This design comes from an exercise in tuning for small area on the open sky130 flow, not from production work. RTL that was checked went through simulation tests only; none was proved equivalent to the original. Only the layout flow was run in run 5; the RTL was not checked for function there. In runs 6 and 7 the design's own scripts or RTL, not TritonCTS, make the clock network. The flow treats the clock pin as an ideal source. Dropping or thinning the clock tree relies on that and would not hold on a real chip. Power is estimated from default activity; no workload was simulated.

<file path="flow/config.mk">
export PLATFORM = sky130hd
export DESIGN_NAME = BlankingForNSC
export DESIGN_NICKNAME = BlankingForNSC
export VERILOG_FILES = /design/flow/design.v
export SDC_FILE = /design/flow/constraint.sdc
export NUM_CORES = 4
export LEC_CHECK = 0
export CAP_MARGIN = 20
export CORE_MARGIN = 2
export CORE_UTILIZATION = 40
export SLEW_MARGIN = 20
</file>
<file path="flow/constraint.sdc">
create_clock -name core_clock -period 5.0 [get_ports {clk}]
set_input_delay 1.0000 -clock core_clock [delete_from_list [all_inputs] [get_ports {clk}]]
set_output_delay 1.0000 -clock core_clock [all_outputs]
set_load 0.01 [all_outputs]
</file>
<file path="flow/design.v">
module BlankingForNSC( Sau,Sam,Sal, Sbu,Sbm,Sbl, Scu,Scm,Scl, Sfu,Sfm,Sfl, clk,
                       Sauo,Samo,Salo, Sbuo,Sbmo,Sblo, Scuo,Scmo,Sclo, Sfuo,Sfmo,Sflo );
input Sau,Sam,Sal, Sbu,Sbm,Sbl, Scu,Scm,Scl, Sfu,Sfm,Sfl, clk;
output Sauo,Samo,Salo, Sbuo,Sbmo,Sblo, Scuo,Scmo,Sclo, Sfuo,Sfmo,Sflo;
wire [11:0] s = {Sfl,Sfm,Sfu, Scl,Scm,Scu, Sbl,Sbm,Sbu, Sal,Sam,Sau};
wire [11:0] so;
assign {Sflo,Sfmo,Sfuo, Sclo,Scmo,Scuo, Sblo,Sbmo,Sbuo, Salo,Samo,Sauo} = so;
genvar g;
generate
  for (g = 0; g < 12; g = g + 1) begin : ch
    reg [3:0] cnt;
    always @(posedge clk)
      if (!s[g])            cnt <= 4'd0;
      else if (cnt != 4'd9) cnt <= cnt + 4'd1;
    assign so[g] = (cnt == 4'd9);
  end
endgenerate
endmodule
</file>
<file path="flow/run.sh">
#!/bin/bash
# synth_recipe.tcl (not shown) runs the flow's synth.tcl, then flattens the netlist and writes it again
# the make line also repeats each setting of config.mk as NAME=value (left out here)
make -C /OpenROAD-flow-scripts/flow DESIGN_CONFIG=/design/flow/config.mk WORK_HOME=/design/flow/orfs CLKGATE_MAP_FILE= SYNTH_SCRIPT=/design/flow/synth_recipe.tcl finish
</file>
==> impl_metrics.tcl, run 1 <==
set metrics [dict create \
    synth_largest_area_cell "dfxtp_1" \
    period_share 0.532 \
    syn_area_per_cell_um2 10.1 \
    rsz0062_at_grt "false" \
    synthCells 240 \
    ys_seq_elements 48 \
    ios 25 \
    ys.flop_type "dfxtp_1" \
    grt_start_max_net_pins 15 \
    hold_viol 0 \
    cts_resized 0 \
    synth_commonest_cells "48 x dfxtp_1, 24 x and2_1, 24 x ha_1, 24 x inv_1" \
    critical_path_class "reg2out" \
    cts_root_buf "clkbuf_8" \
    critPathMaxFanout 4 \
    cellPowerDensity_nw_per_um2 274 \
    vias_per_cell 4.56 \
    status "finished clean" \
    netlist-cell-type-count 14 \
    synth_top_family_by_area "simple AND/OR/NAND/NOR gates" \
    crit_path_start_kind "flip-flop" \
    dieArea_um2 6720 \
    clock_path_buffers 2 \
    synthAdderAreaFrac 0.123 \
    regMostFlops "ch.cnt" \
    synth-seq-area-share 0.395 \
    grt_usage 0.117 \
    final_nets 308 \
    drtIter0Drc 44 \
    synth_top_area_frac 0.395 \
    required_ps 4000 \
    hpwl_mm 2.53 \
    cts_buffers 5 \
    clk_latency_ps 300 \
    leakage_nw 1.47 \
    fp-row-count 28 \
    synth_area_leaders "dfxtp_1 40%, ha_1 12%, nand3b_4 9.9%" \
    first_pass_iters 4 \
    core_area_um2 5890 \
    maxSlewViolCount 0 \
    hold_buffers 0 \
    slew-limit-headroom 0.877 \
    synth_area_um2 2430 \
    power.total_w 0.000788 \
    synthXorXnorAreaFrac 0.0864 \
    end_kind "output pin" \
    largest_register_ffs 48 \
    fin_setup_tns_ps 0 \
    gp_congestion 0.674 \
    cts_sinks 48 \
    muxShareOfSynthArea 0 \
    worst_hold_path_type "reg2reg" \
    max_freq_mhz 376 \
    drc 0 \
    final_core_util 0.488 \
    initial_core_util 0.413 \
    die_w_um 82.0 \
    finalSetupViolCount 0 \
    tightest_slew_ps 184 \
    ant_nets 0 \
    fin_ws_ps 2340 \
    wl_per_cell_um 9.65 \
    synth_edf_count 0 \
    yosysWarnings 1 \
    cts_tree "yes" \
    clk_pin_slew_ps 90 \
    fp.dieH_um 82.0 \
    cts_max_level 2 \
    grt_pass1_vias 1506 \
    synth_compound_area_frac 0.0864 \
    cp_data_arrival_time_ps 1660 \
    totalWireLength_mm 3.35 \
    maxCapViolations 0 \
    drive_above_1_share 0.0699 \
    hold_ws_ps 509 \
    syn_to_final_growth_pct 18.2 \
    synth_most_common_cell "dfxtp_1" \
    dr_total_vias 1584 \
    io_buffers 24 \
    syn-num-nets 277 \
    grt_pass1_wl_mm 6.11 \
    antenna_cells 0 \
    async_flop_share 0 \
    ir_drop_mv 0.160 \
    cts_setup_buffers 0 \
    synth-simple-area-share 0.272 \
    antenna_found_initial 0 \
    period_needed_ps 2660 \
    reg_top3 "ch.cnt (48)" \
    dp_slack_ps 2660 \
    finalClockSkew_ps 7.17 \
    grt-ovfl-total 0 \
]
## cells in the final DEF (no fill, tap or decap), types with 12 or more instances in the layout
master           count
ha_1                24
clkdlybuf4s50_1     24
a21boi_0            12
xnor2_1             12
dfxtp_1             48
nand3_1             12
nand3b_1            12
nand2_1             12
nand3b_4            12
a21oi_1             12
inv_1               24
nand2b_1            12
o21ai_0             12
and2_1              24
xor2_1              12
## per-layer routing
| layer | global-route usage | wire, um | share of wire | vias to the layer above |
|---|---|---|---|---|
| met5 | 0 | 0 | 0 | - |
| met4 | 0.0450 | 48 | 0.014 | 0 |
| met3 | 0.0429 | 141 | 0.042 | 5 |
| met2 | 0.189 | 1440 | 0.43 | 21 |
| met1 | 0.142 | 1720 | 0.51 | 708 |
| li1 | - | - | - | 850 |
## power breakdown
| part | switching, W | internal (W) | total (W) |
|---|---|---|---|
| sequential | 0.0000248 | 0.000407 | 0.000432 |
| clock | 0.000129 | 0.000149 | 0.000278 |
| combinational | 0.0000328 | 0.0000458 | 0.0000786 |
| total | 0.000187 | 0.000601 | 0.000788 |
## metrics by stage
stage / instances / instance area [um2]
2_1_floorplan: 240 / 2430
4_1_cts: 347 / 2870
3_3_place_gp: 339 / 2770
3_5_place_dp: 339 / 2770
6_report: 347 / 2870
5_1_grt: 347 / 2870
## cell families after synthesis
logic type      Yosys count
flops                    48
compound gates           36
simple gates             84
xor+xnor                 24
buf+inv                  24
fa+ha+maj                24
## layout make-up
type	count	area, um2
well taps	75	93.8
clock inverters	2	35.0
multi-input cells	168	1380
repair buffers	24	240
fillers	563	3010
clock buffers	6	72.6
inverters	24	90.1
flip-flops and latches	48	961
## worst max-delay path, cell delays in order (launching register included)
cell,delay [ps]
dfxtp_1,410
ha_1,250
nand3b_4,110
inv_1,60
clkdlybuf4s50_1,520
## worst paths after layout
kind / slack (ps) / start / to / depth (start not counted)
setup reg to reg: 3830 / ch[4].cnt[0] / ch[4].cnt[0] / 4
hold reg to reg: 510 / ch[5].cnt[2] / ch[5].cnt[2] / 2
setup / recovery: 2340 / ch[4].cnt[0] / Sbmo / 4
hold / removal: 510 / ch[5].cnt[2] / ch[5].cnt[2] / 2
==> inputs of run 2 (changes only) <==
--- a/flow/design.v
+++ b/flow/design.v
@@ -8,11 +8,14 @@
 genvar g;
 generate
   for (g = 0; g < 12; g = g + 1) begin : ch
-    reg [3:0] cnt;
-    always @(posedge clk)
-      if (!s[g])            cnt <= 4'd0;
-      else if (cnt != 4'd9) cnt <= cnt + 4'd1;
-    assign so[g] = (cnt == 4'd9);
+    reg [3:0] q;
+    always @(posedge clk) begin
+      q[0] <= ~s[g] | q[2];
+      q[1] <= ~(s[g] & q[0] & q[2]);
+      q[2] <= ~(s[g] & q[3]);
+      q[3] <= ~(s[g] & q[1] & (q[0] | q[2]));
+    end
+    assign so[g] = ~(q[0] | q[2]);
   end
 endgenerate
 endmodule
--- a/flow/config.mk
+++ b/flow/config.mk
@@ -5,6 +5,7 @@
 export SDC_FILE = /design/flow/constraint.sdc
 export NUM_CORES = 4
 export LEC_CHECK = 0
+export ABC_CLOCK_PERIOD_IN_PS = 100000
 export CAP_MARGIN = 20
 export CORE_MARGIN = 2
 export CORE_UTILIZATION = 40
==> run 2 against run 1 <==
Still clean. Clock power down 12%. First-iteration DRC count down 27%. Global-route usage up 0.45 points. Total power down 9.4%. Core utilization up 6.4 points. Synthesized area down 45%. Fmax up 12%. Sequential share of layout area up 22 points. Critical path type unchanged.
==> impl_metrics.tcl, run 2 <==
set metrics [dict create \
    ys.flop_type "dfxtp_1" \
    end_kind "output pin" \
    cp_data_arrival_time_ps 1380 \
    ant_nets 0 \
    grt_usage 0.122 \
    crit_family "buffers and inverters" \
    grt_start_max_net_pins 15 \
    cts_tree "yes" \
    period_share 0.476 \
    antenna_found_initial 0 \
    period_needed_ps 2380 \
    rsz0062_at_grt "false" \
    cts_resized 0 \
    yosysWarnings 1 \
    status "finished clean" \
    grt_pass1_wl_mm 3.24 \
    synth-seq-area-share 0.719 \
    maxCapViolations 0 \
    async_flop_share 0 \
    die_w_um 61.8 \
    cts_max_level 2 \
    ys_seq_elements 48 \
    grt-ovfl-total 0 \
    synth_top_area_frac 0.719 \
    grt_pass1_vias 804 \
    synth_largest_area_cell "dfxtp_1" \
    crit_chain "nor2_1 -> clkdlybuf4s50_1" \
    slew-limit-headroom 0.879 \
    synth_area_leaders "dfxtp_1 72%, o211ai_2 11%, nand2b_1 5.6%" \
    initial_core_util 0.427 \
    drtIter0Drc 32 \
    syn_area_per_cell_um2 12.4 \
    drive_above_1_share 0.143 \
    fp.dieH_um 61.8 \
    cp.buffers_inverters 1 \
    dr_total_vias 832 \
    syn_to_final_growth_pct 29.2 \
    io_buffers 24 \
    tightest_slew_ps 181 \
    hold_viol 0 \
    finalClockSkew_ps 7.44 \
    critPathSlowestCell "clkdlybuf4s50_1" \
    wl_per_cell_um 10.5 \
    place_area_um2 1630 \
    netlist-cell-type-count 6 \
    critical_path_class "reg2out" \
    core_area_um2 3130 \
    syn-num-nets 121 \
    cts_sinks 48 \
    gp_congestion 0.653 \
    clock_path_buffers 2 \
    regMostFlops "ch.q" \
    cts_buffers 5 \
    cellPowerDensity_nw_per_um2 414 \
    final_cell_area_um2 1730 \
    critPathMaxFanout 3 \
    worst_hold_path_type "reg2reg" \
    dieArea_um2 3820 \
    leakage_nw 0.690 \
    clk_pin_slew_ps 120 \
    largest_register_ffs 48 \
    vias_per_cell 4.52 \
    ir_drop_mv 0.244 \
    final_cell_mix "48 x dfxtp_1, 24 x clkdlybuf4s50_1" \
    crit_path_start_kind "flip-flop" \
    antenna_cells 0 \
    totalWireLength_mm 1.93 \
    synth_edf_count 0 \
    drc 0 \
    final_nets 152 \
    first_pass_iters 3 \
    reg_top3 "ch.q (48)" \
    final_common_cell "dfxtp_1" \
    synthCells 108 \
    max_freq_mhz 420 \
    required_ps 4000 \
    hpwl_mm 1.37 \
    clk_latency_ps 350 \
    hold_buffers 0 \
    cts_setup_buffers 0 \
    finalSetupViolCount 0 \
    fin_setup_tns_ps 0 \
    ios 25 \
    cpPeakStageDelay_ps 560 \
    synth_area_um2 1340 \
    synth_most_common_cell "dfxtp_1" \
    maxSlewViolCount 0 \
    fp-row-count 20 \
    cts_root_buf "clkbuf_4" \
]
run 2: cell count changes after synthesis:
cell / previous run / this run
o211ai_2: 0 / 12
nor2_1: 0 / 12
a21oi_1: 12 / 0
nand3b_4: 12 / 0
ha_1: 24 / 0
nand3b_1: 12 / 0
a21boi_0: 12 / 0
and2_1: 24 / 0
o21ai_0: 12 / 0
xor2_1: 12 / 0
xnor2_1: 12 / 0
inv_1: 24 / 0
run 2: final cells by class:
cell class,instances,area (um2)
Fill cell,284,1400
Multi-Input combinational cell,60,375
Sequential cell,48,961
Clock inverter,1,30.0
Timing Repair Buffer,24,240
Tap cell,44,55.1
Clock buffer,7,65.1
run 2: cells by family after synthesis:
| kind of cell | after synthesis | share of synthesized area |
|---|---|---|
| and+or+nand+nor | 48 | 0.169 |
| AOI/OAI and AO/OA | 12 | 0.112 |
| DFF | 48 | 0.719 |
run 2: path summary, 6_finish.rpt:
check,start,to,slack (ps),depth (start not counted)
max,ch[5].q[0],Sblo,2620,2
min,ch[3].q[3],ch[3].q[2],380,1
max reg2reg,ch[8].q[2],ch[8].q[1],4380,1
min reg2reg,ch[3].q[3],ch[3].q[2],380,1
run 2: power by group:
| group | internal [W] | total, W | switching (W) |
|---|---|---|---|
| logic | 0.0000259 | 0.0000407 | 0.0000148 |
| clock network | 0.000133 | 0.000244 | 0.000111 |
| registers | 0.000411 | 0.000429 | 0.0000180 |
run 2: through the flow:
stage,power (W),hold slack [ps],utilization,worst slack [ps],instances
detailed placement,0.000480,355,0.522,3020,176
floorplan,0.000454,343,-,3510,108
global placement,0.000476,352,0.522,3030,176
finish,0.000714,384,0.552,2620,184
global route,0.000752,399,0.552,2510,184
CTS,0.000724,387,0.552,2570,184
run 2: metal layers:
layer  share of wire  global-route usage  wire (um)
met1            0.46               0.127        894
met2            0.46               0.197        884
met3           0.069              0.0663        134
met4          0.0093              0.0638         18
met5               0                   0          0
==> inputs of run 3 (changes only) <==
--- a/flow/config.mk
+++ b/flow/config.mk
@@ -5,7 +5,6 @@
 export SDC_FILE = /design/flow/constraint.sdc
 export NUM_CORES = 4
 export LEC_CHECK = 0
-export ABC_CLOCK_PERIOD_IN_PS = 100000
 export CAP_MARGIN = 20
 export CORE_MARGIN = 2
 export CORE_UTILIZATION = 40
==> run 3 against run 2 <==
Non-clock buffer count is the same. Final cell count is the same. Clock power is essentially flat. Fmax is the same. Cell area is the same. Clock skew is the same. Global-route usage is the same. Critical path type unchanged.
==> impl_metrics.tcl, run 3 <==
set metrics [dict create \
    period_needed_ps 2380 \
    cts_root_buf "clkbuf_4" \
    syn-num-nets 121 \
    ant_nets 0 \
    synth_largest_area_cell "dfxtp_1" \
    final_cell_area_um2 1730 \
    worst_hold_path_type "reg2reg" \
    final_nets 152 \
    largest_register_ffs 48 \
    initial_core_util 0.427 \
    clock_path_buffers 2 \
    io_buffers 24 \
    place_area_um2 1630 \
    finalSetupViolCount 0 \
    cts_buffers 5 \
    totalWireLength_mm 1.93 \
    grt-ovfl-total 0 \
    rsz0062_at_grt "false" \
    maxCapViolations 0 \
    cellPowerDensity_nw_per_um2 414 \
    holdPathEnd "ch[3].q[2]" \
    regMostFlops "ch.q" \
    leakage_nw 0.690 \
    end_kind "output pin" \
    fp-row-count 20 \
    final_common_cell "dfxtp_1" \
    cts_sinks 48 \
    synth_edf_count 0 \
    vias_per_cell 4.52 \
    cpPeakStageDelay_ps 560 \
    tightest_slew_ps 181 \
    ys.flop_type "dfxtp_1" \
    cts_max_level 2 \
    r2r-end "ch[8].q[1]" \
    grt_pass1_vias 804 \
    core_area_um2 3130 \
    cts_setup_buffers 0 \
    wl_per_cell_um 10.5 \
    first_pass_iters 3 \
    dieArea_um2 3820 \
    ir_drop_mv 0.244 \
    synth-seq-area-share 0.719 \
    dr_total_vias 832 \
    yosysWarnings 1 \
    grt_start_max_net_pins 15 \
    async_flop_share 0 \
    antenna_found_initial 0 \
    cp_data_arrival_time_ps 1380 \
    status "finished clean" \
    ios 25 \
    synth_area_leaders "dfxtp_1 72%, o211ai_2 11%, nand2b_1 5.6%" \
    hold_ws_ps 384 \
    reg2reg_from "ch[8].q[2]" \
    hpwl_mm 1.37 \
    synth_area_um2 1340 \
    synthCells 108 \
    cp.buffers_inverters 1 \
    hold_viol 0 \
    die_w_um 61.8 \
    cts_tree "yes" \
    netlist-cell-type-count 6 \
    grt_pass1_wl_mm 3.24 \
    crit_family "buffers and inverters" \
    gp_congestion 0.653 \
    grt_usage 0.122 \
    clk_pin_slew_ps 120 \
    crit_path_start_kind "flip-flop" \
    max_freq_mhz 420 \
    crit_chain "nor2_1 -> clkdlybuf4s50_1" \
    clk_latency_ps 350 \
    hold_buffers 0 \
    fp.dieH_um 61.8 \
    critPathMaxFanout 3 \
    drtIter0Drc 32 \
    min_path_cells 1 \
    r2r_cells 1 \
    finalClockSkew_ps 7.44 \
    syn_area_per_cell_um2 12.4 \
    drc 0 \
    fin_setup_tns_ps 0 \
    syn_to_final_growth_pct 29.2 \
    critical_path_class "reg2out" \
    reg_top3 "ch.q (48)" \
    drive_above_1_share 0.143 \
    critPathSlowestCell "clkdlybuf4s50_1" \
    rrSetupSlack_ps 4380 \
    period_share 0.476 \
    hp-start "ch[3].q[3]" \
    final_cell_mix "48 x dfxtp_1, 24 x clkdlybuf4s50_1" \
    synth_top_area_frac 0.719 \
    antenna_cells 0 \
    slew-limit-headroom 0.879 \
    ys_seq_elements 48 \
    synth_most_common_cell "dfxtp_1" \
    maxSlewViolCount 0 \
    cts_resized 0 \
    required_ps 4000 \
]
-- run 3: per-stage QoR --
| step | power [W] | std cells | utilization | setup slack (ps) |
|---|---|---|---|---|
| floorplan | 0.000454 | 108 | - | 3510 |
| global placement | 0.000476 | 176 | 0.522 | 3030 |
| detailed placement | 0.000480 | 176 | 0.522 | 3020 |
| CTS | 0.000724 | 184 | 0.552 | 2570 |
| global route | 0.000752 | 184 | 0.552 | 2510 |
| finish | 0.000714 | 184 | 0.552 | 2620 |
-- run 3: cell families (layout without fill, tap and decap cells) --
logic type             Yosys count  in the layout  synth area share
DFF                             48             48             0.719
buffers and inverters            0             32                 0
and+or+nand+nor                 48             48             0.169
AOI/OAI and AO/OA               12             12             0.112
-- run 3: area by class of cell --
type                            count  area (um2)
Sequential cell                    48         961
Fill cell                         284        1400
Clock buffer                        7        65.1
Timing Repair Buffer               24         240
Multi-Input combinational cell     60         375
Clock inverter                      1        30.0
Tap cell                           44        55.1
-- run 3: per-layer routing --
metal,wire [um],part of all wire,track usage
met2,884,0.46,0.197
met5,0,0,0
met3,134,0.069,0.0663
met1,894,0.46,0.127
met4,18,0.0093,0.0638
-- run 3: worst max path at each step --
stage	slack, ps	start	cells after the start	endpoint
global route	2510	ch[5].q[0]	2	Sblo
global placement	3030	ch[9].q[0]	2	Sfuo
finish	2620	ch[5].q[0]	2	Sblo
detailed placement	3020	ch[9].q[0]	2	Sfuo
CTS	2570	ch[5].q[0]	2	Sblo
floorplan	3510	ch[0].q[2]	1	Sauo
-- run 3: power by group --
group	switching (W)	internal, W	total [W]
registers	0.0000180	0.000411	0.000429
clock network	0.000111	0.000133	0.000244
logic	0.0000148	0.0000259	0.0000407
==> inputs of run 4 (changes only) <==
==> flow/flow/run.sh (new file) <==
#!/bin/bash
# Standard ORFS layout, with the ports buffered by the smallest buffer and a
# clock tree built from small clock buffers without dummy loads.
set -euo pipefail
bash standard.sh \
  "BUFFER_PORTS_ARGS=-buffer_cell sky130_fd_sc_hd__buf_1" \
  "CTS_ARGS=-sink_clustering_enable -repair_clock_nets -dont_use_dummy_load -buf_list sky130_fd_sc_hd__clkbuf_4" \
  finish > standard_flow.log 2>&1
==> flow/standard.sh (new file) <==
#!/bin/bash
# synth_recipe.tcl (not shown) runs the flow's synth.tcl, then flattens the netlist and writes it again
# the make line also repeats each setting of config.mk as NAME=value (left out here)
make -C /OpenROAD-flow-scripts/flow DESIGN_CONFIG=/design/flow/config.mk WORK_HOME=/design/flow/orfs CLKGATE_MAP_FILE= SYNTH_SCRIPT=/design/flow/synth_recipe.tcl "${@:-finish}"
removed: flow/run.sh
==> run 4 against run 3 <==
Cell area fell by 12%. Setup slack improved by 390 ps. Die area did not move. Global-route usage fell by 0.78 points. Largest power group unchanged. Critical path type unchanged. Via count fell by 3.1%. Highest routed layer unchanged.
==> impl_metrics.tcl, run 4 <==
set metrics [dict create \
    status "finished clean" \
    slew-limit-headroom 0.871 \
    synth_most_common_cell "dfxtp_1" \
    crit_path_start "ch[9].q[0]" \
    busiest_layer "met2" \
    cp.buffers_inverters 1 \
    ys.flop_type "dfxtp_1" \
    hold_viol 0 \
    wl_per_cell_um 9.77 \
    fin_setup_tns_ps 0 \
    cts_setup_buffers 0 \
    core_area_um2 3130 \
    fp.dieH_um 61.8 \
    maxCapViolations 0 \
    ios 25 \
    period_needed_ps 1990 \
    netlist-cell-type-count 6 \
    async_flop_share 0 \
    cts_buffers 5 \
    synth_area_um2 1340 \
    grt-ovfl-total 0 \
    crit_family "flip-flops" \
    required_ps 4000 \
    first_pass_iters 3 \
    crit_chain "nor2_1 -> buf_1" \
    ant_nets 0 \
    initial_core_util 0.427 \
    gp_congestion 0.625 \
    largest_register_ffs 48 \
    ys_seq_elements 48 \
    hp-start "ch[0].q[3]" \
    fp-row-count 20 \
    syn-num-nets 121 \
    clk_pin_slew_ps 120 \
    cp_data_arrival_time_ps 990 \
    drtIter0Drc 24 \
    cpPeakStageDelay_ps 350 \
    dp_slack_ps 3400 \
    reg_top3 "ch.q (48)" \
    leakage_nw 0.602 \
    hold_buffers 0 \
    dr_total_vias 806 \
    cts_tree "yes" \
    num-fill-cells 303 \
    period_share 0.399 \
    cts_sinks 48 \
    clk_latency_ps 350 \
    tightest_slew_ps 193 \
    syn_to_final_growth_pct 13.7 \
    max_freq_mhz 502 \
    crit_path_start_kind "flip-flop" \
    vias_per_cell 4.45 \
    maxSlewViolCount 0 \
    final_cell_mix "48 x dfxtp_1, 24 x buf_1" \
    worst_hold_path_type "reg2reg" \
    synth-seq-area-share 0.719 \
    grt_usage 0.114 \
    clock_path_buffers 2 \
    rsz0062_at_grt "false" \
    syn_area_per_cell_um2 12.4 \
    final_common_cell "dfxtp_1" \
    io_buffers 24 \
    cellPowerDensity_nw_per_um2 400 \
    drive_above_1_share 0.124 \
    grt_start_max_net_pins 14 \
    grt_pass1_wl_mm 2.98 \
    critical_path_class "reg2out" \
    synth_largest_area_cell "dfxtp_1" \
    die_w_um 61.8 \
    synthCells 108 \
    totalWireLength_mm 1.77 \
    drc 0 \
    use_met1 0.122 \
    reg2reg_from "ch[0].q[2]" \
    grt_util_met2 0.165 \
    cts_root_buf "clkbuf_4" \
    ir_drop_mv 0.181 \
    yosysWarnings 1 \
    critPathSlowestCell "dfxtp_1" \
    met3_usage 0.0807 \
    finalSetupViolCount 0 \
    grt_pass1_vias 741 \
    dieArea_um2 3820 \
    synth_top_area_frac 0.719 \
    critPathMaxFanout 3 \
    antenna_found_initial 0 \
    final_nets 152 \
    antenna_cells 0 \
    regMostFlops "ch.q" \
    synth_area_leaders "dfxtp_1 72%, o211ai_2 11%, nand2b_1 5.6%" \
    cts_max_level 2 \
    hpwl_mm 1.32 \
    cts_resized 0 \
    synth_edf_count 0 \
    finalClockSkew_ps 14.2 \
    end_kind "output pin" \
    fin_ws_ps 3010 \
]
[run 4: cells by family after synthesis]
| logic type | share of synthesized area |
|---|---|
| DFF | 0.719 |
| and+or+nand+nor | 0.169 |
| AOI/OAI and AO/OA | 0.112 |
[run 4: layout make-up]
cell class                 instances  area [um2]  area share
multi-input combinational         60         375       0.247
timing repair buffer              24        90.1      0.0593
clock buffer                       5        37.5      0.0247
sequential                        48         961       0.633
tap                               44        55.1      0.0362
[run 4: where the power goes]
part | switching [W] | internal [W]
registers | 0.0000179 | 0.000411
logic | 0.0000143 | 0.0000160
clock network | 0.000101 | 0.0000472
[run 4: per-stage QoR]
step                       util  hold WS [ps]  total power, W  cell area [um2]  cells
after floorplan               -           343        0.000454             1340    108
after global placement    0.474           352        0.000466             1480    176
after detailed placement  0.474           357        0.000470             1480    176
after CTS                 0.486           365        0.000617             1520    181
after global routing      0.486           380        0.000643             1520    181
final                     0.486           365        0.000608             1520    181
[run 4: final timing paths]
path | to | slack [ps] | cells past startpoint
max | Sfuo | 3010 | 2
min | ch[0].q[2] | 370 | 1
max reg2reg | ch[0].q[3] | 4380 | 1
min reg2reg | ch[0].q[2] | 370 | 1
[run 4: per-layer routing]
layer | up-vias | wire [um] | share of wire
met5 | - | 0 | 0
met4 | 0 | 46 | 0.026
met3 | 8 | 155 | 0.088
met2 | 22 | 743 | 0.42
met1 | 351 | 824 | 0.47
li1 | 425 | - | -
==> inputs of run 5 (changes only) <==
--- a/flow/design.v
+++ b/flow/design.v
@@ -10,12 +10,12 @@
   for (g = 0; g < 12; g = g + 1) begin : ch
     reg [3:0] q;
     always @(posedge clk) begin
-      q[0] <= ~s[g] | q[2];
-      q[1] <= ~(s[g] & q[0] & q[2]);
+      q[0] <= ~s[g] | q[1];
+      q[1] <= ~s[g] | q[2];
       q[2] <= ~(s[g] & q[3]);
-      q[3] <= ~(s[g] & q[1] & (q[0] | q[2]));
+      q[3] <= ~(s[g] & q[0] & q[1]);
     end
-    assign so[g] = ~(q[0] | q[2]);
+    assign so[g] = ~(q[0] | q[1] | q[2]);
   end
 endgenerate
 endmodule
==> flow/flow/run.sh (replaced) <==
#!/bin/bash
# Standard ORFS layout in three parts: the standard synthesis; every
# combinational cell set to drive strength 1; then the rest of the standard
# flow, with the ports buffered by the smallest buffer and a clock tree of
# small clock buffers without dummy loads.
set -euo pipefail
export RESULTS=$PWD/orfs/results/sky130hd/BlankingForNSC/base
bash standard.sh synth > synth.log 2>&1
openroad -no_init -exit flow/downsize.tcl > downsize.log 2>&1
bash standard.sh \
  "BUFFER_PORTS_ARGS=-buffer_cell sky130_fd_sc_hd__buf_1" \
  "CTS_ARGS=${CTS_ARGS_OVERRIDE:--sink_clustering_enable -repair_clock_nets -dont_use_dummy_load -buf_list sky130_fd_sc_hd__clkbuf_4 sky130_fd_sc_hd__clkbuf_8}" \
  finish > layout.log 2>&1
==> flow/flow/downsize.tcl (new file) <==
# Set every combinational cell that synthesis gave a larger drive strength
# to drive strength 1 (same function and pins); the resizer upsizes again
# later wherever timing, slew or capacitance needs it.
set results $::env(RESULTS)
read_db $results/1_synth.odb
set db [ord::get_db]
foreach inst [[ord::get_db_block] getInsts] {
  set name [[$inst getMaster] getName]
  if {[regexp {^(sky130_fd_sc_hd__[a-z0-9]+)_([0-9]+)$} $name -> base drive]} {
    if {$drive > 1 && ![string match "*df*" $base]} {
      set new [$db findMaster ${base}_1]
      if {$new != "NULL"} {
        puts "[$inst getName]: $name -> ${base}_1"
        $inst swapMaster $new
      }
    }
  }
}
write_db $results/1_synth.odb
==> run 5 against run 4 <==
The flow now stops in clock tree synthesis (4_1_cts). Synthesized cell count stayed put. Synthesized area is 4.5% lower.
==> impl_metrics.tcl, run 5 <==
set metrics [dict create \
    lastStage "clock tree synthesis (4_1_cts)" \
    status "stopped before the end" \
    syn-num-nets 121 \
    initial_core_util 0.418 \
    placed_cells 176 \
    synth_area_um2 1280 \
    hpwl_mm 1.27 \
    yosysWarnings 1 \
    io_buffers 24 \
    gp_congestion 0.634 \
    synthCells 108 \
    dp_slack_ps 3330 \
    die_w_um 60.5 \
    error_line "[ERROR STA-0564] clock_tree_synthesis positional arguments not supported." \
    fp-row-count 20 \
    syn_area_per_cell_um2 11.8 \
    fp.dieH_um 60.5 \
    ios 25 \
]
## run 5: how the worst min path moves through the flow
stage | slack (ps) | start | cells past startpoint | to
floorplan | 340 | ch[10].q[3] | 1 | ch[10].q[2]
detailed placement | 350 | ch[8].q[3] | 1 | ch[8].q[2]
global placement | 350 | ch[6].q[3] | 1 | ch[6].q[2]
## run 5: power groups by stage
stage / Clock, W / Combinational [W] / Sequential (W)
3_5_place_dp: 0 / 0.0000212 / 0.000424
2_1_floorplan: 0 / 0.0000120 / 0.000422
3_3_place_gp: 0 / 0.0000198 / 0.000423
## run 5: metrics by stage
step | area (um2) | util
2_1_floorplan | 1280 | -
3_3_place_gp | 1420 | 0.466
3_5_place_dp | 1420 | 0.466
==> inputs of run 6 (changes only) <==
--- a/flow/design.v
+++ b/flow/design.v
@@ -8,14 +8,16 @@
 genvar g;
 generate
   for (g = 0; g < 12; g = g + 1) begin : ch
-    reg [3:0] q;
+    reg  [3:0] q;
+    wire       o  = ~(q[2] | q[1] | q[0]);    
+    wire       d3 = ~(s[g] & q[0]);
     always @(posedge clk) begin
-      q[0] <= ~s[g] | q[1];
-      q[1] <= ~s[g] | q[2];
-      q[2] <= ~(s[g] & q[3]);
-      q[3] <= ~(s[g] & q[0] & q[1]);
+      q[0] <= ~((o | q[2]) & s[g]);
+      q[1] <= ~((o | q[1]) & s[g]);
+      q[2] <= ~(d3 | q[3]);
+      q[3] <= d3;
     end
-    assign so[g] = ~(q[0] | q[1] | q[2]);
+    assign so[g] = o;
   end
 endgenerate
 endmodule
==> flow/flow/run.sh (replaced) <==
#!/bin/bash
# The standard ORFS layout, with four changes:
#  - after the standard synthesis, every combinational cell is set to drive
#    strength 1 (the resizer upsizes later wherever it needs to);
#  - the ports are buffered by the smallest buffer (buf_1);
#  - the clock tree is built by flow/cts.tcl in place of ORFS's CTS: the clock
#    port drives CTS_K buffers, each feeding one cluster of flip-flops;
#  - everything else (floorplan, placement, routing, finish) is ORFS's own.
set -euo pipefail
export RESULTS=$PWD/orfs/results/sky130hd/BlankingForNSC/base
export CTS_BUF=sky130_fd_sc_hd__buf_4
export CTS_K=4
PORTS="BUFFER_PORTS_ARGS=-buffer_cell sky130_fd_sc_hd__buf_1"
bash standard.sh synth > synth.log 2>&1
openroad -no_init -exit flow/downsize.tcl > downsize.log 2>&1
bash standard.sh "$PORTS" place > place.log 2>&1
openroad -no_init -exit flow/cts.tcl > cts.log 2>&1
bash standard.sh "$PORTS" finish > finish.log 2>&1
==> flow/flow/cts.tcl (new file) <==
# Manual clock tree: the clock port drives K clock buffers, each of which
# drives the flip-flops of one cluster (clusters from recursive bisection of
# the flip-flop locations at the median).
proc cluster {insts k axis} {
  if {$k <= 1 || [llength $insts] <= 1} { return [list $insts] }
  set keyed {}
  foreach i $insts {
    set loc [$i getLocation]
    lappend keyed [list [lindex $loc $axis] $i]
  }
  set sorted {}
  foreach p [lsort -integer -index 0 $keyed] { lappend sorted [lindex $p 1] }
  set k1 [expr {$k / 2}]
  set n1 [expr {int(round([llength $sorted] * double($k1) / $k))}]
  set a [lrange $sorted 0 [expr {$n1 - 1}]]
  set b [lrange $sorted $n1 end]
  set nax [expr {1 - $axis}]
  return [concat [cluster $a $k1 $nax] [cluster $b [expr {$k - $k1}] $nax]]
}

proc manual_cts {bufname k axis} {
  set block [ord::get_db_block]
  set db [ord::get_db]
  set master [$db findMaster $bufname]
  set clknet [$block findNet clk]
  set flops {}
  set sinks {}
  foreach it [$clknet getITerms] {
    lappend sinks $it
    lappend flops [$it getInst]
  }
  set groups [cluster $flops $k $axis]
  set n 0
  foreach g $groups {
    set sx 0; set sy 0
    foreach i $g { set loc [$i getLocation]; incr sx [lindex $loc 0]; incr sy [lindex $loc 1] }
    set cx [expr {$sx / [llength $g]}]
    set cy [expr {$sy / [llength $g]}]
    set buf [odb::dbInst_create $block $master clkbuf_leaf_$n]
    set net [odb::dbNet_create $block clknet_leaf_$n]
    $net setSigType CLOCK
    $buf setLocation $cx $cy
    $buf setPlacementStatus PLACED
    [$buf findITerm A] connect $clknet
    [$buf findITerm X] connect $net
    foreach i $g {
      set it [$i findITerm CLK]
      $it disconnect
      $it connect $net
    }
    incr n
  }
}

set results $::env(RESULTS)
set platform /OpenROAD-flow-scripts/flow/platforms/sky130hd
read_liberty $platform/lib/sky130_fd_sc_hd__tt_025C_1v80.lib
read_db $results/3_place.odb
read_sdc $results/3_place.sdc
source $platform/setRC.tcl
manual_cts $::env(CTS_BUF) $::env(CTS_K) 0
set_propagated_clock [all_clocks]
detailed_placement
check_placement -verbose
estimate_parasitics -placement
set w 0
foreach p [get_pins -hierarchical */CLK] {
  foreach v [list [get_property $p slew_max_rise] [get_property $p slew_max_fall]] { if {$v > $w} {set w $v} }
}
puts "worst flip-flop clock pin slew (placement estimate): $w"
report_clock_skew
report_worst_slack -min
report_worst_slack -max
write_db $results/4_1_cts.odb
write_db $results/4_cts.odb
write_sdc $results/4_cts.sdc
--- a/flow/config.mk
+++ b/flow/config.mk
@@ -7,5 +7,5 @@
 export LEC_CHECK = 0
 export CAP_MARGIN = 20
 export CORE_MARGIN = 2
-export CORE_UTILIZATION = 40
+export CORE_UTILIZATION = 35
 export SLEW_MARGIN = 20
==> run 6 against run 5 <==
Now clean on timing, DRC and antenna. Synthesized cell count rose by 22%. Synthesized area is 3.5% higher.
==> impl_metrics.tcl, run 6 <==
set metrics [dict create \
    status "finished clean" \
    clk_pin_slew_ps 100 \
    required_ps 4000 \
    gp_congestion 0.549 \
    met3_usage 0.0103 \
    regMostFlops "ch.q" \
    max_freq_mhz 544 \
    num-fill-cells 383 \
    vias_per_cell 4.53 \
    drc 0 \
    critPathSlowestCell "dfxtp_1" \
    largest_register_ffs 48 \
    placed_cells 204 \
    syn_to_final_growth_pct 13.6 \
    antenna_cells 0 \
    dieArea_um2 4280 \
    crit_path_start "ch[0].q[0]" \
    drtIter0Drc 34 \
    grt_usage 0.0871 \
    cellPowerDensity_nw_per_um2 388 \
    io_buffers 24 \
    syn_area_per_cell_um2 10.0 \
    yosysWarnings 1 \
    grt-ovfl-total 0 \
    syn-num-nets 145 \
    reg2reg_from "ch[6].q[0]" \
    fin_ws_ps 3160 \
    crit_chain "nor3_1 -> buf_1" \
    crit_path_start_kind "flip-flop" \
    cp_data_arrival_time_ps 840 \
    multiInputGateArea_um2 360 \
    ios 25 \
    critPathMaxFanout 4 \
    finalClockSkew_ps 5.41 \
    use_met1 0.100 \
    die_w_um 65.4 \
    seq_area_um2 961 \
    busiest_layer "met2" \
    final_cell_count_no_fill 208 \
    final_common_cell "dfxtp_1" \
    fp-row-count 22 \
    maxSlewViolCount 0 \
    grt_util_met2 0.167 \
    reg_top3 "ch.q (48)" \
    cpPeakStageDelay_ps 340 \
    critical_path_class "reg2out" \
    period_needed_ps 1840 \
    final_nets 175 \
    crit_path_end "Sauo" \
    fp.dieH_um 65.4 \
    wl_per_cell_um 8.90 \
    synth_area_um2 1320 \
    slew-limit-headroom 0.892 \
    core_area_um2 3630 \
    rsz0062_at_grt "false" \
    finalSetupViolCount 0 \
    hold_viol 0 \
    final_cell_mix "48 x dfxtp_1, 36 x nor2_1, 24 x o21ai_1, 24 x buf_1" \
    drive_above_1_share 0.0250 \
    ant_nets 0 \
    tightest_slew_ps 161 \
    cp.depth 2 \
    grt_pass1_wl_mm 3.14 \
    grt_pass1_vias 835 \
    dp_slack_ps 3340 \
    clk_latency_ps 140 \
    leakage_nw 0.605 \
    end_kind "output pin" \
    totalWireLength_mm 1.85 \
    ir_drop_mv 0.206 \
    antenna_found_initial 0 \
    r2r-end "ch[6].q[0]" \
    grt_start_max_net_pins 13 \
    worst_hold_path_type "reg2reg" \
    power.total_w 0.000582 \
    dr_total_vias 942 \
    r2r_cells 2 \
    maxCapViolations 0 \
    first_pass_iters 4 \
    hpwl_mm 1.40 \
    crit_family "flip-flops" \
    fin_setup_tns_ps 0 \
    initial_core_util 0.364 \
    synthCells 132 \
    period_share 0.368 \
    rrSetupSlack_ps 4380 \
    cp.buffers_inverters 1 \
]
-- run 6: per-layer routing --
metal	share of wire	vias to the layer above
met5	0	-
met1	0.45	423
met3	0.062	4
met2	0.46	24
li1	-	491
met4	0.033	0
-- run 6: layout make-up --
class,count,share of cell area
plain buffers,4,0.0200
multi-input cells,84,0.240
flip-flops and latches,48,0.640
well taps,48,0.0400
repair buffers,24,0.0600
-- run 6: worst register-to-register path, cell delays in order (launching register included) --
cell	delay [ps]
dfxtp_1	390
nor2_1	50
o21ai_1	120
-- run 6: worst min-delay path by stage --
stage,start,to,slack (ps),cells past startpoint
final,ch[2].q[3],ch[2].q[2],390,1
after detailed placement,ch[8].q[3],ch[8].q[2],370,1
after floorplan,ch[10].q[3],ch[10].q[2],370,1
after global routing,ch[10].q[3],ch[10].q[2],400,1
after global placement,ch[3].q[3],ch[3].q[2],370,1
-- run 6: power by group --
part,switching (W),internal [W],total (W)
Combinational,0.0000144,0.0000121,0.0000265
Sequential,0.0000172,0.000409,0.000426
Clock,0.0000875,0.0000422,0.000130
-- run 6: stage by stage --
stage / util / hold slack, ps / area [um2]
floorplan: - / 368 / 1320
detailed placement: 0.405 / 373 / 1470
finish: 0.413 / 387 / 1500
global placement: 0.405 / 370 / 1470
global route: 0.413 / 402 / 1500
==> inputs of run 7 (changes only) <==
==> flow/flow/run.sh (replaced) <==
#!/bin/bash
# The standard ORFS layout, with three changes:
#  - after the standard synthesis (registers and their names untouched), the
#    logic between the flip-flops is replaced by the hand-mapped cells of
#    flow/cells.tcl, which compute the same functions as the RTL;
#  - the ports are buffered by the smallest buffer (buf_1);
#  - the clock tree is built by flow/cts.tcl in place of ORFS's CTS: the clock
#    port drives CTS_K buffers, each feeding one cluster of flip-flops.
# Floorplan, placement, routing and finish are ORFS's own.  Each step writes
# its full output to a log of its own in this folder.
set -euo pipefail
export RESULTS=$PWD/orfs/results/sky130hd/BlankingForNSC/base
export FLOWDIR=$PWD/flow
export CTS_BUF=sky130_fd_sc_hd__buf_4
export CTS_K=4
PORTS="BUFFER_PORTS_ARGS=-buffer_cell sky130_fd_sc_hd__buf_1"
bash standard.sh synth > synth.log 2>&1
openroad -no_init -exit flow/remap.tcl > remap.log 2>&1
bash standard.sh "$PORTS" place > place.log 2>&1
openroad -no_init -exit flow/cts.tcl > cts.log 2>&1
bash standard.sh "$PORTS" finish > finish.log 2>&1
==> flow/flow/cells.tcl (new file) <==
# Hand-mapped logic of one channel (see rtl/BlankingForNSC.v): each entry is
# {output master {pin signal ...}}.  Signals: S (the channel's input), q0..q3
# (its flip-flop outputs), d0..d3 (its flip-flop inputs), o (its output).
set CH_INPUTS  {Sau Sam Sal Sbu Sbm Sbl Scu Scm Scl Sfu Sfm Sfl}
set CH_OUTPUTS {Sauo Samo Salo Sbuo Sbmo Sblo Scuo Scmo Sclo Sfuo Sfmo Sflo}
set CH_BITS 4
set CELLS {
  {o  sky130_fd_sc_hd__nor3_1  {A q2 B q1 C q0}}
  {d3 sky130_fd_sc_hd__nand2_1 {A S B q0}}
  {d2 sky130_fd_sc_hd__nor2_1  {A d3 B q3}}
  {d0 sky130_fd_sc_hd__o21ai_1 {A1 o A2 q2 B1 S}}
  {d1 sky130_fd_sc_hd__o21ai_1 {A1 o A2 q1 B1 S}}
}
==> flow/flow/remap.tcl (new file) <==
# Replace the combinational logic of the standard synthesis by the
# hand-mapped cells of flow/cells.tcl.  The flip-flops (their names, cells and
# nets) are kept as the standard synthesis made them; only the cells between
# them are replaced, by logic with the same function as the RTL.
source $::env(FLOWDIR)/cells.tcl
set results $::env(RESULTS)
read_db $results/1_synth.odb
set db [ord::get_db]
set block [ord::get_db_block]
# drop every cell but the flip-flops
set nold 0
foreach inst [$block getInsts] {
  if {![string match "*dfxtp*" [[$inst getMaster] getName]]} {
    odb::dbInst_destroy $inst
    incr nold
  }
}
puts "removed $nold cells"
set nnew 0
for {set g 0} {$g < [llength $CH_INPUTS]} {incr g} {
  set sig [dict create]
  dict set sig S [$block findNet [lindex $CH_INPUTS $g]]
  dict set sig o [$block findNet [lindex $CH_OUTPUTS $g]]
  for {set j 0} {$j < $CH_BITS} {incr j} {
    set ff [$block findInst "ch\\\[$g\\\].q\\\[$j\\\]\$_DFF_P_"]
    if {$ff == "NULL"} { error "no flip-flop ch\[$g\].q\[$j\]" }
    dict set sig q$j [[$ff findITerm Q] getNet]
    dict set sig d$j [[$ff findITerm D] getNet]
  }
  foreach c $CELLS {
    lassign $c out mname pins
    set m [$db findMaster $mname]
    if {$m == "NULL"} { error "no cell $mname" }
    set inst [odb::dbInst_create $block $m "ch${g}_$out"]
    foreach {pin s} $pins { [$inst findITerm $pin] connect [dict get $sig $s] }
    [$inst findITerm Y] connect [dict get $sig $out]
    incr nnew
  }
}
puts "added $nnew cells"
# drop nets left with no connection
set ndead 0
foreach net [$block getNets] {
  if {[llength [$net getITerms]] == 0 && [llength [$net getBTerms]] == 0} {
    odb::dbNet_destroy $net
    incr ndead
  }
}
puts "removed $ndead unconnected nets"
# every net must have exactly one driver
foreach net [$block getNets] {
  set drv 0
  foreach it [$net getITerms] { if {[$it isOutputSignal]} { incr drv } }
  foreach bt [$net getBTerms] { if {[$bt getIoType] == "INPUT"} { incr drv } }
  if {$drv != 1} { error "net [$net getName] has $drv drivers" }
}
write_db $results/1_synth.odb
write_verilog $results/1_remap.v
removed: flow/flow/downsize.tcl
==> run 7 against run 6 <==
Fmax shrank 7.2%. Setup slack lost 140 ps. Worst hold slack lost 4.8 ps. Register-to-register slack lost 260 ps. Global-route usage shrank 0.51 points. Via count shrank 16%. Synthesized area shrank 6.8%. Die area shrank 6.4%. Largest power group unchanged. Still clean.
==> impl_metrics.tcl, run 7 <==
set metrics [dict create \
    antenna_found_initial 0 \
    place_area_um2 1380 \
    cp.buffers_inverters 1 \
    finalSetupViolCount 0 \
    hold_ws_ps 383 \
    power_frac_seq 0.737 \
    num-fill-cells 363 \
    drtIter0Drc 23 \
    slew-limit-headroom 0.775 \
    critPathSlowestCell "dfxtp_1" \
    worst_hold_path_type "reg2reg" \
    dieArea_um2 4010 \
    syn_to_final_growth_pct 14.4 \
    max_freq_mhz 505 \
    end_kind "output pin" \
    yosysWarnings 1 \
    syn-num-nets 121 \
    final_core_util 0.419 \
    maxCapViolations 0 \
    required_ps 4000 \
    critical_path_class "reg2out" \
    totalWireLength_mm 1.66 \
    switching_share 0.192 \
    fp-row-count 21 \
    antenna_cells 0 \
    syn_area_per_cell_um2 11.4 \
    first_pass_iters 4 \
    dr_total_vias 793 \
    final_cell_mix "48 x dfxtp_1, 24 x o21ai_1, 24 x buf_1" \
    fp.dieH_um 63.3 \
    clk_latency_ps 140 \
    io_buffers 24 \
    synth_area_um2 1230 \
    dp_slack_ps 3200 \
    crit_family "flip-flops" \
    drive_above_1_share 0.0294 \
    clk_pin_slew_ps 100 \
    status "finished clean" \
    internal_power_w 0.000460 \
    initial_core_util 0.366 \
    ir_drop_mv 0.232 \
    leakage_nw 0.547 \
    grt_usage 0.0820 \
    final_common_cell "dfxtp_1" \
    grt_start_max_net_pins 13 \
    period_needed_ps 1980 \
    cpPeakStageDelay_ps 330 \
    final_nets 151 \
    largest_register_ffs 48 \
    period_share 0.396 \
    rsz0062_at_grt "false" \
    cellPowerDensity_nw_per_um2 404 \
    crit_chain "nor3_1 -> buf_1" \
    ant_nets 0 \
    ios 25 \
    p_comb_frac 0.041 \
    cp_data_arrival_time_ps 980 \
    synthCells 108 \
    crit_path_start_kind "flip-flop" \
    grt_pass1_wl_mm 2.85 \
    final_cell_area_um2 1410 \
    reg_top3 "ch.q (48)" \
    tightest_slew_ps 335 \
    hold_viol 0 \
    grt_pass1_vias 742 \
    drc 0 \
    vias_per_cell 4.36 \
    gp_congestion 0.561 \
    core_area_um2 3360 \
    p_clk_frac 0.222 \
    finalClockSkew_ps 1.32 \
    regMostFlops "ch.q" \
    die_w_um 63.3 \
    fin_ws_ps 3020 \
    critPathMaxFanout 3 \
    maxSlewViolCount 0 \
    grt-ovfl-total 0 \
    fin_setup_tns_ps 0 \
    hpwl_mm 1.26 \
    wl_per_cell_um 9.14 \
    p_sw_w 0.000109 \
]
## run 7: stage by stage
step | std cells | total power (W)
floorplan | 108 | 0.000440
global placement | 178 | 0.000449
detailed placement | 178 | 0.000452
global route | 182 | 0.000599
finish | 182 | 0.000569
## run 7: worst paths after layout
path                     from  cells past startpoint  slack [ps]           to
setup / recovery  ch[10].q[2]                      2        3020         Sfmo
hold / removal     ch[5].q[3]                      1         380   ch[5].q[2]
setup reg to reg  ch[10].q[2]                      2        4120  ch[10].q[0]
hold reg to reg    ch[5].q[3]                      1         380   ch[5].q[2]
## run 7: per-layer routing
layer,routed length (um),global-route usage,vias to the layer above
li1,-,-,419
met1,738,0.0988,349
met2,750,0.150,20
met3,134,0.0179,5
met4,40,0.0163,0
met5,0,0,-
## run 7: final cells by class
| type | instances | area, um2 | share of cell area |
|---|---|---|---|
| flip-flops and latches | 48 | 961 | 0.682 |
| multi-input cells | 60 | 270 | 0.192 |
| repair buffers | 24 | 90.1 | 0.0639 |
| well taps | 46 | 57.6 | 0.0409 |
| plain buffers | 4 | 30.0 | 0.0213 |
## run 7: power groups by stage
stage / registers [W] / clock network, W / logic (W)
2_1_floorplan: 0.000426 / 0 / 0.0000142
3_3_place_gp: 0.000427 / 0 / 0.0000215
3_5_place_dp: 0.000428 / 0 / 0.0000238
5_1_grt: 0.000423 / 0.000149 / 0.0000272
6_report: 0.000420 / 0.000126 / 0.0000231

afterwards: timing with drivers on the ports:
How much do the figures lean on ideal ports? The routed layouts below were timed once more, with nothing changed but the port constraints. Step 1 sets driving cells, clkbuf_16 on the clock port and buf_2 on the other inputs (assumed; they add their load-dependent delay and slew). Step 2 also shifts input and output timing later by t, the mid clock arrival at the registers, as if the neighbouring blocks saw the same clock. Slacks: no drivers / after step 1 / after step 2; pairs: no drivers / after step 1.
run | t (ns) | setup WS [ns] | worst setup path at the end
run 1 | 0.323 | 2.341 / 2.312 / 2.635 | register to output
run 2 | 0.365 | 2.620 / 2.598 / 2.963 | register to output
run 3 | 0.365 | 2.620 / 2.598 / 2.963 | register to output
run 4 | 0.359 | 3.007 / 2.986 / 3.345 | register to output
run 6 | 0.184 | 3.162 / 3.116 / 3.300 | register to output
run 7 | 0.182 | 3.019 / 2.974 / 3.156 | register to output
After both steps setup and hold are still met in every run listed.
